Source: an optimization exercise on an open RTL-to-GDS flow (aim: small area, a short achievable clock period and few clock cycles per item). Production flows keep margins and buffers that such runs may drop. The RTL was checked by simulation tests, not by an equivalence proof against the original design. Power is estimated from default activity; no workload was simulated.

== v40 ==
==> flow/design.v (excerpt) <==
module sw_tile16 (
    input  wire         clk,
    input  wire         rst,
    input  wire         start,
    input  wire [31:0]  seqA,           
    input  wire [31:0]  seqB,           
    input  wire [127:0] firstRow,       
    input  wire [127:0] firstCol,       
    input  wire [7:0]   diagonalCell,   
    output reg          done,
    output wire [7:0]   max_score,
    output wire [3:0]   max_row,
    output wire [3:0]   max_col,
    output wire [511:0] traceback,      
    output wire [127:0] lastRow,        
    output wire [127:0] lastCol         
);
Settings: LEC_CHECK=0, ABC_AREA=1, CAP_MARGIN=20, CORE_MARGIN=2, CORE_UTILIZATION=66, CTS_CLUSTER_DIAMETER=80, CTS_CLUSTER_SIZE=20, PLACE_DENSITY=0.75, SETUP_SLACK_MARGIN=4.0, SLEW_MARGIN=20, TNS_END_PERCENT=5; clock period 6.5 ns.
standard.sh (not shown) runs the stock make flow with config.mk's settings and CLKGATE_MAP_FILE= SYNTH_SCRIPT=/design/flow/synth_recipe.tcl, a recipe that flattens the netlist after the stock synthesis.
==> flow/flow/run.sh <==
#!/bin/bash
set -euo pipefail
bash standard.sh "BUFFER_PORTS_ARGS=-buffer_cell sky130_fd_sc_hd__buf_1" finish > flow_make.log 2>&1
v40 finished every step from synthesis to the final layout, and the layout passed the timing, design-rule and antenna checks.
Testbench counts of v40, summed over its fixed seeds: cycles 12,672, jobs 384.
--- input diff v40..v55 ---
- changing SETUP_SLACK_MARGIN from 4.0 to 3.75
- changing CORE_UTILIZATION from 66 to 55
- changing PLACE_DENSITY from 0.75 to 0.65
==> run summary <==
- Re area added between synthesis and finish: v55 is 1.4 points down on v40.
- The area of the placeable core reported for v55 is greater than that of v40 by about 20%.
- Taking v40 as the reference, in v55 worst path arrival time fell 1660 ps, row count now larger.
Setup changes, v55 to v51
- changing PLACE_DENSITY from 0.65 to 0.72
- changing SETUP_SLACK_MARGIN from 3.75 to 4.0
- changing CTS_CLUSTER_SIZE from 20 to 25
- changing CTS_CLUSTER_DIAMETER from 80 to 90
- changing CORE_UTILIZATION from 55 to 62
==> run summary <==
- Compared with v55, v51 shows proportion of total power due to net switching higher by 0.84 points.
- The standard cells in v51 occupy more silicon area than those in v55 do.
- Going from v55 to v51, share of the clock period used by the worst path shrinks by 1.8 points.
- Summary — core utilization, v51 relative to v55: higher, by 9.2 points.
- Maximum frequency for v51: 14 MHz up relative to v55
- v51 against v55: fraction of layout instances using a drive strength above 1 picked up an extra 1.9 points; wire length picked up an extra about 1.2%; clock period minus worst slack lost 120 ps; worst hold slack neither gained nor lost much; horizontal die dimension lost about 6%.
- Run comparison: v51 critical path endpoint max_row[1]; v55 critical path endpoint lastCol[104]

========
== trial 62 ==
Another version of the RTL of sw_tile16 (not shown whole).
Size in the first run: roughly 7500 cells after synthesis, about 1200 flip-flops, roughly 1100 I/O pins.
Settings: LEC_CHECK=0, ABC_AREA=1, CAP_MARGIN=20, CORE_MARGIN=2, CORE_UTILIZATION=55, CTS_CLUSTER_DIAMETER=80, CTS_CLUSTER_SIZE=20, PLACE_DENSITY=0.65, SETUP_SLACK_MARGIN=3.5, SLEW_MARGIN=20, TNS_END_PERCENT=5; clock period 6.5 ns.
Scripts as last shown in full above: flow/flow/run.sh
Trial 62 finished all stages; the layout is clean.
Testbench counts of trial 62, summed over its fixed seeds: cycles 12,672, jobs 384.
Changes in build 90 relative to trial 62:
--- a/flow/config.mk
+++ b/flow/config.mk
@@ -8 +7,0 @@
-export ABC_AREA = 1
@@ -12,2 +11,2 @@
-export CTS_CLUSTER_DIAMETER = 80
-export CTS_CLUSTER_SIZE = 20
+export CTS_CLUSTER_DIAMETER = 100
+export CTS_CLUSTER_SIZE = 30
==> comparison <==
Looking at mux contribution to synthesized area, build 90 sits 5.3 points higher than trial 62 does. The lower maximum fanout along the worst path of build 90 and trial 62 is in build 90. The higher cell count after synthesis of build 90 and trial 62 is in trial 62. Compared build 90 against trial 62; final hold slack within noise. Die boundary width of build 90 falls short of that of trial 62 by a few percent. Summary — sequential share of power, build 90 relative to trial 62: higher, by 3.8 points. Relative to trial 62, build 90 degrades highest clock frequency the design can meet. Est. power | build 90 vs trial 62 | build 90 lower. Of the two values seen for launch point of the worst path, v[15][2]$_DFFE_PP_ was produced by trial 62 and rm[4][0]$_DFFE_PP_ by build 90.

========
== alpha ==
sw_tile16 again, from the RTL that the note above started with.
## sw_tile16
module sw_tile16 (
    input  wire         clk,
    input  wire         rst,
    input  wire         start,
    input  wire [31:0]  seqA,           
    input  wire [31:0]  seqB,           
    input  wire [127:0] firstRow,       
    input  wire [127:0] firstCol,       
    input  wire [7:0]   diagonalCell,   
    output reg          done,
    output wire [7:0]   max_score,
    output wire [3:0]   max_row,
    output wire [3:0]   max_col,
    output wire [511:0] traceback,      
    output wire [127:0] lastRow,        
    output wire [127:0] lastCol         
);
==> flow/config.mk <==
export PLATFORM = sky130hd
export DESIGN_NAME = sw_tile16
export DESIGN_NICKNAME = sw_tile16
export VERILOG_FILES = /design/flow/design.v
export SDC_FILE = /design/flow/constraint.sdc
export NUM_CORES = 4
export LEC_CHECK = 0
export ABC_AREA = 1
export CAP_MARGIN = 20
export CORE_MARGIN = 2
export CORE_UTILIZATION = 55
export PLACE_DENSITY = 0.65
export SETUP_SLACK_MARGIN = 3.5
export SLEW_MARGIN = 20
export TNS_END_PERCENT = 5
==> flow/constraint.sdc <==
create_clock -name core_clock -period 6.5 [get_ports {clk}]
set_input_delay 1.3000 -clock core_clock [delete_from_list [all_inputs] [get_ports {clk}]]
set_output_delay 1.3000 -clock core_clock [all_outputs]
set_load 0.01 [all_outputs]
Scripts as last shown in full above: flow/flow/run.sh
Testbench counts of alpha, summed over its fixed seeds: cycles 12,672, jobs 384.
Input changes introduced in beta (baseline for comparison: alpha):
diff --git a/flow/config.mk b/flow/config.mk
--- a/flow/config.mk
+++ b/flow/config.mk
@@ -8 +7,0 @@
-export ABC_AREA = 1
==> comparison <==
No run among beta and alpha stopped early or left any final violation; all are clean.
Per the comparison of beta with alpha, share of the core filled with cells in the final layout saw an increase, mean post-synth cell area saw an increase, switching share of power saw a decrease, total placed instance area saw a decrease.
Edits applied to the flow inputs when going from beta to gamma:
diff --git a/flow/config.mk b/flow/config.mk
--- a/flow/config.mk
+++ b/flow/config.mk
@@ -7,0 +8 @@
+export ABC_AREA = 1
@@ -10,0 +12,2 @@
+export CTS_CLUSTER_DIAMETER = 80
+export CTS_CLUSTER_SIZE = 20
@@ -12 +15 @@
-export SETUP_SLACK_MARGIN = 3.5
+export SETUP_SLACK_MARGIN = 4.0
[summary]
- gamma completed end to end with timing, DRC and antenna clean.
- Synthesized area went up by a few percent going from beta to gamma.
- max_col[1] as the endpoint of the worst setup timing path was reported by gamma, and rc[5][0] by beta.
- | total clock sinks | gamma vs beta | ≈ equal |
- Summary of gamma over beta: switching power increased by about 46% relative to the old numbers; detailed-route wire length per cell decreased by about 11% relative to the old numbers; full die area increased by 4.9% relative to the old numbers.
- TritonCTS buffer count (gamma / beta): 0.57
- The synthesized cell count number comes out higher for gamma vs beta.
Modified inputs, delta compared to gamma
==> flow/run.sh (new file) <==
#!/bin/bash
# synth_recipe.tcl (not shown) runs the flow's synth.tcl, then flattens the netlist and writes it again
# the make line also repeats each setting of config.mk as NAME=value (left out here)
make -C /OpenROAD-flow-scripts/flow DESIGN_CONFIG=/design/flow/config.mk WORK_HOME=/design/flow/orfs CLKGATE_MAP_FILE= SYNTH_SCRIPT=/design/flow/synth_recipe.tcl finish
diff --git a/flow/config.mk b/flow/config.mk
--- a/flow/config.mk
+++ b/flow/config.mk
@@ -8 +7,0 @@
-export ABC_AREA = 1
@@ -12,2 +10,0 @@
-export CTS_CLUSTER_DIAMETER = 80
-export CTS_CLUSTER_SIZE = 20
@@ -15 +12 @@
-export SETUP_SLACK_MARGIN = 4.0
+export SETUP_SLACK_MARGIN = 3.5
@@ -17 +13,0 @@
-export TNS_END_PERCENT = 5
removed: flow/flow/run.sh
removed: flow/standard.sh
## What came out
- gamma consumes more power than delta.
- Changes observed in delta relative to gamma: clock-pin transition on the worst setup and hold timing paths lost 30 ps, share of the clock period used by the worst path moved up, sum of routed wire segments on met1 went down.
- In delta, summed area of non-filler cells in the final layout is higher than in gamma.

========
oak:
RTL: one of the versions met above, not the one the previous note started from.
Size in the first run: roughly 7700 cells after synthesis, about 1200 flip-flops, roughly 1100 I/O pins.
Settings: LEC_CHECK=0, ABC_AREA=1, CAP_MARGIN=20, CORE_MARGIN=2, CORE_UTILIZATION=62, CTS_CLUSTER_DIAMETER=80, CTS_CLUSTER_SIZE=20, PLACE_DENSITY=0.72, SETUP_SLACK_MARGIN=4.0, SLEW_MARGIN=20, TNS_END_PERCENT=5; clock period 6.5 ns.
==> flow/flow/run.sh <==
#!/bin/bash
set -euo pipefail
bash standard.sh "BUFFER_PORTS_ARGS=-buffer_cell sky130_fd_sc_hd__buf_1" finish > flow_make.log 2>&1
In summary, oak completed successfully, with a layout that passed the timing, design-rule and antenna checks.
Testbench counts of oak, summed over its fixed seeds: cycles 12,672, jobs 384.
Edits applied to the flow inputs when going from oak to pine:
- SETUP_SLACK_MARGIN changed from 4.0 to 3.75
==> comparison <==
Looking at pin count of the biggest net entering global routing, pine sits about 55% lower than oak does.
The routed via count divided by cell count in pine sits 0.043 below the value recorded for oak.
Global-route wire length before repair for pine: 1.2 mm down relative to oak
Fraction of met1 tracks used by global routing on pine is down relative to oak.
pine improves on oak in number of DRC violations after detailed-routing iteration 0.
The met2 track demand over resource on oak is in line with that on pine.
Sequential share of layout area: pine > oak
Setup WNS oak -> pine: worse
Against oak, pine reports a length of routed met3 wiring that is lower.
Any difference in worst hold slack after final layout between oak and pine is small enough to ignore.
Number of vias after detailed routing: pine < oak
#### Input delta (birch over pine)
- SETUP_SLACK_MARGIN: 3.75 -> 4.0
- PLACE_DENSITY: 0.72 -> 0.65
- CORE_UTILIZATION: 62 -> 55
--- outcome ---
The overall power after layout in birch was higher than what pine gave. Taking pine as the reference, in birch met2 track utilization from global routing shows a reduction of 6.1 points, first-pass GRT wire length saw an increase, routed via count divided by cell count dropped about 4%, area of the die increased 0.013 mm2, sequential fraction of total cell area has decreased. Between birch and pine, it is birch whose worst path setup slack after routing is higher, by 0.17 ns.

==> re-timing with driven ports <==
The results above use ideal ports. As a check the final layouts listed here were re-extracted and re-timed, cells and wires unchanged.
Step 1 (the two cells are an assumption about what drives the block):
set clk [get_ports {clk}]
set_driving_cell -lib_cell sky130_fd_sc_hd__clkbuf_16 $clk
set_driving_cell -lib_cell sky130_fd_sc_hd__buf_2 [delete_from_list [all_inputs] $clk]
Step 2 adds t to the input delays and takes it off the output delays; t is the mean of the earliest and latest rising clock arrival at the registers after step 1. Input paths then give back, and output paths get back, about the clock's delay inside the block.
a / b / c = ideal / step 1 / step 2; a / b = the first two.
| run | shift t [ns] | setup slack, ns | hold slack, ns | clock arrival spread, ns | worst slew at a driven data input, ns |
|---|---|---|---|---|---|
| v40 | 0.760 | 3.526 / 3.478 / 3.377 | 0.368 / 0.368 / 0.368 | 0.033 / 0.033 | 0.28 |
| v55 | 0.766 | 3.567 / 3.496 / 2.955 | 0.365 / 0.365 / 0.365 | 0.046 / 0.046 | 0.16 |
| v51 | 0.796 | 3.685 / 3.613 / 2.922 | 0.367 / 0.367 / 0.367 | 0.035 / 0.035 | 0.19 |
| trial 62 | 0.756 | 3.244 / 3.244 / 2.866 | 0.372 / 0.372 / 0.372 | 0.038 / 0.039 | 0.17 |
| build 90 | 0.774 | 2.967 / 2.967 / 2.702 | 0.373 / 0.373 / 0.373 | 0.044 / 0.045 | 0.12 |
| alpha | 0.825 | 3.230 / 3.158 / 2.810 | 0.364 / 0.364 / 0.364 | 0.031 / 0.031 | 0.18 |
| beta | 0.835 | 2.957 / 2.957 / 2.691 | 0.366 / 0.366 / 0.366 | 0.034 / 0.035 | 0.14 |
| gamma | 0.770 | 3.648 / 3.572 / 3.125 | 0.364 / 0.364 / 0.364 | 0.037 / 0.037 | 0.16 |
| delta | 0.841 | 2.885 / 2.885 / 2.666 | 0.365 / 0.365 / 0.365 | 0.026 / 0.027 | 0.15 |
| oak | 0.756 | 3.725 / 3.651 / 3.076 | 0.366 / 0.366 / 0.366 | 0.034 / 0.035 | 0.19 |
| pine | 0.766 | 3.524 / 3.447 / 2.929 | 0.365 / 0.365 / 0.365 | 0.039 / 0.038 | 0.12 |
| birch | 0.767 | 3.694 / 3.618 / 3.007 | 0.366 / 0.366 / 0.366 | 0.028 / 0.028 | 0.17 |
After both steps every run listed still meets setup and hold. The setup slack of v51, which loses most, moves by -0.072 ns with the drivers and by -0.763 ns with both steps.
